Background: an optimization exercise with open tools, aiming at small area and a short achievable clock period. Do not read the settings as production practice.
The RTL was checked by simulation tests, not by an equivalence proof against the original design.

north:
## dadda_32_reg
module dadda_32_reg(clk, A, B, Y);
    input clk;
    input [31:0] A;
    input [31:0] B;
    output reg [63:0] Y;
    reg [31:0] a_r, b_r;
    wire [63:0] p;
    dadda_32 mult(.A(a_r), .B(b_r), .Y(p));
    always @(posedge clk) begin
        a_r <= A;
        b_r <= B;
        Y   <= p;
    end
endmodule
Settings: LEC_CHECK=0, CAP_MARGIN=20, CORE_MARGIN=2, CORE_UTILIZATION=55, SLEW_MARGIN=20, SYNTH_HIERARCHICAL=1, SYNTH_MINIMUM_KEEP_SIZE=0; clock period 24.0 ns.
standard.sh (not shown) runs the stock make flow with config.mk's settings and CLKGATE_MAP_FILE= SYNTH_SCRIPT=/design/flow/synth_recipe.tcl, a recipe that flattens the netlist after the stock synthesis.
==> flow/flow/run.sh <==
#!/bin/bash
# The standard layout, with timing repair aiming for a setup slack of
# 17.5 ns at the design's 24 ns clock, so that the achieved period shrinks,
# and the smallest buffer on each port.
bash standard.sh SETUP_SLACK_MARGIN=17.5 'BUFFER_PORTS_ARGS=-buffer_cell sky130_fd_sc_hd__buf_1' finish > standard.log 2>&1
No stage failed in north, and the final checks on the layout all came back clean.
The following lists how south was set up differently from north:
diff --git a/flow/config.mk b/flow/config.mk
--- a/flow/config.mk
+++ b/flow/config.mk
@@ -10 +10,2 @@
-export CORE_UTILIZATION = 55
+export CORE_UTILIZATION = 70
+export PLACE_DENSITY = 0.8
south: full flow OK, the timing, DRC and antenna checks passed. Going from north to south, area of the core region dropped 22%; synthesized cell count barely changed; core utilization climbed 16 points. [south] clock-buffer cell count fell 4 relative to north. Note that the overall die area recorded for south amounts to 0.79 times the value seen in north.
#### Input delta (east over south)
diff --git a/flow/config.mk b/flow/config.mk
--- a/flow/config.mk
+++ b/flow/config.mk
@@ -10,2 +10,2 @@
-export CORE_UTILIZATION = 70
-export PLACE_DENSITY = 0.8
+export CORE_UTILIZATION = 55
+export CTS_BUF_LIST = sky130_fd_sc_hd__clkbuf_4 sky130_fd_sc_hd__clkbuf_8
Results
east ran to completion and came out clean on the timing, DRC and antenna checks. When the final numbers for east and south were put side by side, the routing usage on met3 turned out to be smaller in east. east against south: number of violations of the max-capacitance limit roughly the same, flip-flop and latch count barely changed, final area increased by about 2.3% relative to the old numbers, number of cells on the critical path rose about 5%. Against south, east reports a slew at the pin with the worst max-slew slack that is higher. Total wire length after detailed routing ended up about 4% higher on east than on south.

dadda_32_reg, a different RTL version from the one above (not shown whole).
Size: ~2,500 cells after synthesis, about 130 I/O pins.
Settings: LEC_CHECK=0, CAP_MARGIN=0, CORE_MARGIN=2, CORE_UTILIZATION=55, CTS_BUF_LIST=sky130_fd_sc_hd__clkbuf_8, SLEW_MARGIN=0, SYNTH_HIERARCHICAL=1, SYNTH_MINIMUM_KEEP_SIZE=0; clock period 24.0 ns.
==> flow/flow/run.sh <==
#!/bin/bash
# The standard layout, with timing repair aiming for a setup slack of
# 18 ns at the design's 24 ns clock, so that the achieved period shrinks,
# the smallest buffer on each port, and a light load in ABC's mapping so that
# the single-gate modules map to the smallest cells (timing repair sizes them).
bash standard.sh SETUP_SLACK_MARGIN=18 'BUFFER_PORTS_ARGS=-buffer_cell sky130_fd_sc_hd__buf_1' ABC_LOAD_IN_FF=1 finish > standard.log 2>&1
Edit:
==> flow/flow/run.sh (replaced) <==
#!/bin/bash
# The standard layout, with timing repair aiming for a setup slack of
# 17.75 ns at the design's 24 ns clock, so that the achieved period shrinks,
# the smallest buffer on each port, and a light load in ABC's mapping so that
# the single-gate modules map to the smallest cells (timing repair sizes them).
bash standard.sh SETUP_SLACK_MARGIN=17.75 'BUFFER_PORTS_ARGS=-buffer_cell sky130_fd_sc_hd__buf_1' ABC_LOAD_IN_FF=1 finish > standard.log 2>&1
CAP_MARGIN = 20   (was 0)
CTS_BUF_LIST = default   (was sky130_fd_sc_hd__clkbuf_8)
SLEW_MARGIN = 20   (was 0)
Result: Core utilization shrinks by 1.2 points. Final area shrinks by 2.0%. Routed wire length shrinks by 5.2%.
Edit:
==> flow/flow/run.sh (replaced) <==
#!/bin/bash
# The standard layout, with timing repair aiming for a setup slack of
# 18 ns at the design's 24 ns clock, so that the achieved period shrinks,
# the smallest buffer on each port, and a light load in ABC's mapping so that
# the single-gate modules map to the smallest cells (timing repair sizes them).
bash standard.sh SETUP_SLACK_MARGIN=18 'BUFFER_PORTS_ARGS=-buffer_cell sky130_fd_sc_hd__buf_1' ABC_LOAD_IN_FF=1 finish > standard.log 2>&1
CTS_BUF_LIST = sky130_fd_sc_hd__clkbuf_8   (was default)
Result: Clock skew went up by 0.0037 ns. Routed wire length rose by a few percent. First-iteration DRC count goes up by roughly a tenth. Hold slack is worse by 0.058 ns. Non-clock buffer count increases by 34.

Setup of the reference run:
RTL: one of the versions met above, not the one the previous note started from.
For scale: roughly 2500 cells after synthesis, ~130 flip-flops, about 130 I/O pins, about 26000 um^2 of cells after synthesis.
export LEC_CHECK = 0
export CAP_MARGIN = 20
export CORE_MARGIN = 2
export CORE_UTILIZATION = 55
export SLEW_MARGIN = 20
export SYNTH_HIERARCHICAL = 1
export SYNTH_MINIMUM_KEEP_SIZE = 0
create_clock -name core_clock -period 24.0 [get_ports {clk}]
==> flow/flow/run.sh <==
#!/bin/bash
# The standard layout, with timing repair aiming for a setup slack of
# 17.5 ns at the design's 24 ns clock, so that the achieved period shrinks,
# the smallest buffer on each port, and a light load in ABC's mapping so that
# the single-gate modules map to the smallest cells (timing repair sizes them).
bash standard.sh SETUP_SLACK_MARGIN=17.5 'BUFFER_PORTS_ARGS=-buffer_cell sky130_fd_sc_hd__buf_1' ABC_LOAD_IN_FF=1 finish > standard.log 2>&1
The following lists how the trial run was set up differently from the reference run:
==> flow/flow/run.sh <==
#!/bin/bash
# The standard layout, with timing repair aiming for a setup slack of
# 17.5 ns at the design's 24 ns clock, so that the achieved period shrinks.
bash standard.sh SETUP_SLACK_MARGIN=17.5 finish > standard.log 2>&1
### Flow results
Launching instance or port of the critical path: b_r[20] -> the reference run, b_r[22] -> the trial run
Going from the reference run to the trial run, layout overhead on the synthesized area increased by 2.1 points relative to the old numbers; number of gates resized after CTS rose 18.
Register-to-register slack | the trial run below the reference run
Shortest clock period the worst path allows after layout was higher in the run labelled the trial run.
Master of the slowest instance on the critical path = sky130_fd_sc_hd__fa_1: the reference run; master of the slowest instance on the critical path = sky130_fd_sc_hd__fa_2: the trial run

Another version of the RTL of dadda_32_reg (not shown whole).
For scale: roughly 130 flip-flops, ~130 I/O pins, ~26,000 um^2 of cells after synthesis.
==> flow/config.mk <==
export PLATFORM = sky130hd
export DESIGN_NAME = dadda_32_reg
export DESIGN_NICKNAME = dadda_32_reg
export VERILOG_FILES = /design/flow/design.v
export SDC_FILE = /design/flow/constraint.sdc
export NUM_CORES = 4
export LEC_CHECK = 0
export CAP_MARGIN = 20
export CORE_MARGIN = 2
export CORE_UTILIZATION = 40
export SLEW_MARGIN = 20
export SYNTH_HIERARCHICAL = 1
export SYNTH_MINIMUM_KEEP_SIZE = 0
==> flow/constraint.sdc <==
create_clock -name core_clock -period 24.0 [get_ports {clk}]
set_input_delay 4.8000 -clock core_clock [delete_from_list [all_inputs] [get_ports {clk}]]
set_output_delay 4.8000 -clock core_clock [all_outputs]
set_load 0.01 [all_outputs]
==> flow/flow/run.sh <==
#!/bin/bash
# The standard layout, with timing repair aiming for a setup slack of
# 18.5 ns at the design's 24 ns clock, so that the achieved period shrinks.
bash standard.sh SETUP_SLACK_MARGIN=18.5 finish > standard.log 2>&1
Change:
==> flow/flow/run.sh (replaced) <==
#!/bin/bash
# The standard layout, with timing repair aiming for a setup slack of
# 19.5 ns at the design's 24 ns clock, so that the achieved period shrinks.
bash standard.sh SETUP_SLACK_MARGIN=19.5 finish > standard.log 2>&1
- register-to-register slack gains 0.03 ns
- setup slack gains 0.027 ns
- design area falls by a few percent
- synthesized area is unchanged
- non-clock buffer count falls by 62
- sequential share of layout area rises by 0.33 points
- die area stays the same
- core utilization falls by 1.5 points
- clock-buffer cell count falls by 3

job 101:
RTL: one of the versions met above, not the one the previous note started from.
Size: about 2,500 cells after synthesis, roughly 130 flip-flops, about 130 I/O pins, about 26,000 µm² of cells after synthesis.
clock: 24.0 ns
lec_check: 0
cap_margin: 20
core_margin: 2
core_utilization: 55
cts_buf_list: sky130_fd_sc_hd__clkbuf_4 sky130_fd_sc_hd__clkbuf_8
slew_margin: 20
synth_hierarchical: 1
synth_minimum_keep_size: 0
==> flow/flow/run.sh <==
#!/bin/bash
# The standard layout, with timing repair aiming for a setup slack of
# 18 ns at the design's 24 ns clock, so that the achieved period shrinks,
# the smallest buffer on each port, and a light load in ABC's mapping so that
# the single-gate modules map to the smallest cells (timing repair sizes them).
bash standard.sh SETUP_SLACK_MARGIN=18 'BUFFER_PORTS_ARGS=-buffer_cell sky130_fd_sc_hd__buf_1' ABC_LOAD_IN_FF=1 finish > standard.log 2>&1
Edits applied to the flow inputs when going from job 101 to job 104:
- a change of CTS_BUF_LIST from sky130_fd_sc_hd__clkbuf_4 sky130_fd_sc_hd__clkbuf_8 to sky130_fd_sc_hd__clkbuf_8
==> flow/flow/run.sh <==
#!/bin/bash
# The standard layout, with timing repair aiming for a setup slack of
# 18.25 ns at the design's 24 ns clock, so that the achieved period shrinks,
# the smallest buffer on each port, and a light load in ABC's mapping so that
# the single-gate modules map to the smallest cells (timing repair sizes them).
bash standard.sh SETUP_SLACK_MARGIN=18.25 'BUFFER_PORTS_ARGS=-buffer_cell sky130_fd_sc_hd__buf_1' ABC_LOAD_IN_FF=1 finish > standard.log 2>&1
Results
Area added between synthesis and finish, job 101 and job 104: larger value in job 104
NOTE post-route standard cell area excluding fillers job 101->job 104 increased by a little under 10%
The clock network area share number comes out higher for job 101 vs job 104.

## port drivers added, routing unchanged
In the flow no input, the clock included, has a driving cell. The finished layouts below were timed again as built, in two steps. Step 1: set_driving_cell puts a clkbuf_16 on clk and a buf_2 on each other input, an assumption about the parent block. Step 2, shift: input delay + t, output delay - t, t = (earliest + latest rising clock arrival at the registers) / 2. This alone moves slack from input paths to output paths. a / b / c = ideal / step 1 / step 2; a / b = the first two.
run	shift t [ns]	slack for setup (ns)	worst setup path after step 2	latest minus earliest clock arrival (ns)
north	0.548	17.570 / 17.570 / 17.570	register to register	0.025 / 0.025
south	0.528	17.513 / 17.513 / 17.513	register to register	0.010 / 0.009
east	0.615	17.513 / 17.513 / 17.513	register to register	0.044 / 0.043
the first run of note 2	0.631	18.057 / 17.999 / 18.089	register to register	0.026 / 0.025
the second run of note 2	0.556	17.898 / 17.898 / 17.898	register to register	0.021 / 0.021
the third run of note 2	0.631	18.057 / 17.999 / 18.089	register to register	0.026 / 0.025
the reference run	0.561	17.608 / 17.608 / 17.608	register to register	0.013 / 0.013
the trial run	0.556	17.569 / 17.569 / 17.569	register to register	0.020 / 0.020
the first run of note 4	0.550	17.405 / 17.405 / 17.405	register to register	0.059 / 0.059
the second run of note 4	0.558	17.432 / 17.432 / 17.432	register to register	0.017 / 0.018
job 101	0.631	18.057 / 17.999 / 18.089	register to register	0.026 / 0.025
job 104	0.625	18.155 / 18.096 / 18.171	register to register	0.019 / 0.019
After both steps every run listed still meets setup and hold.
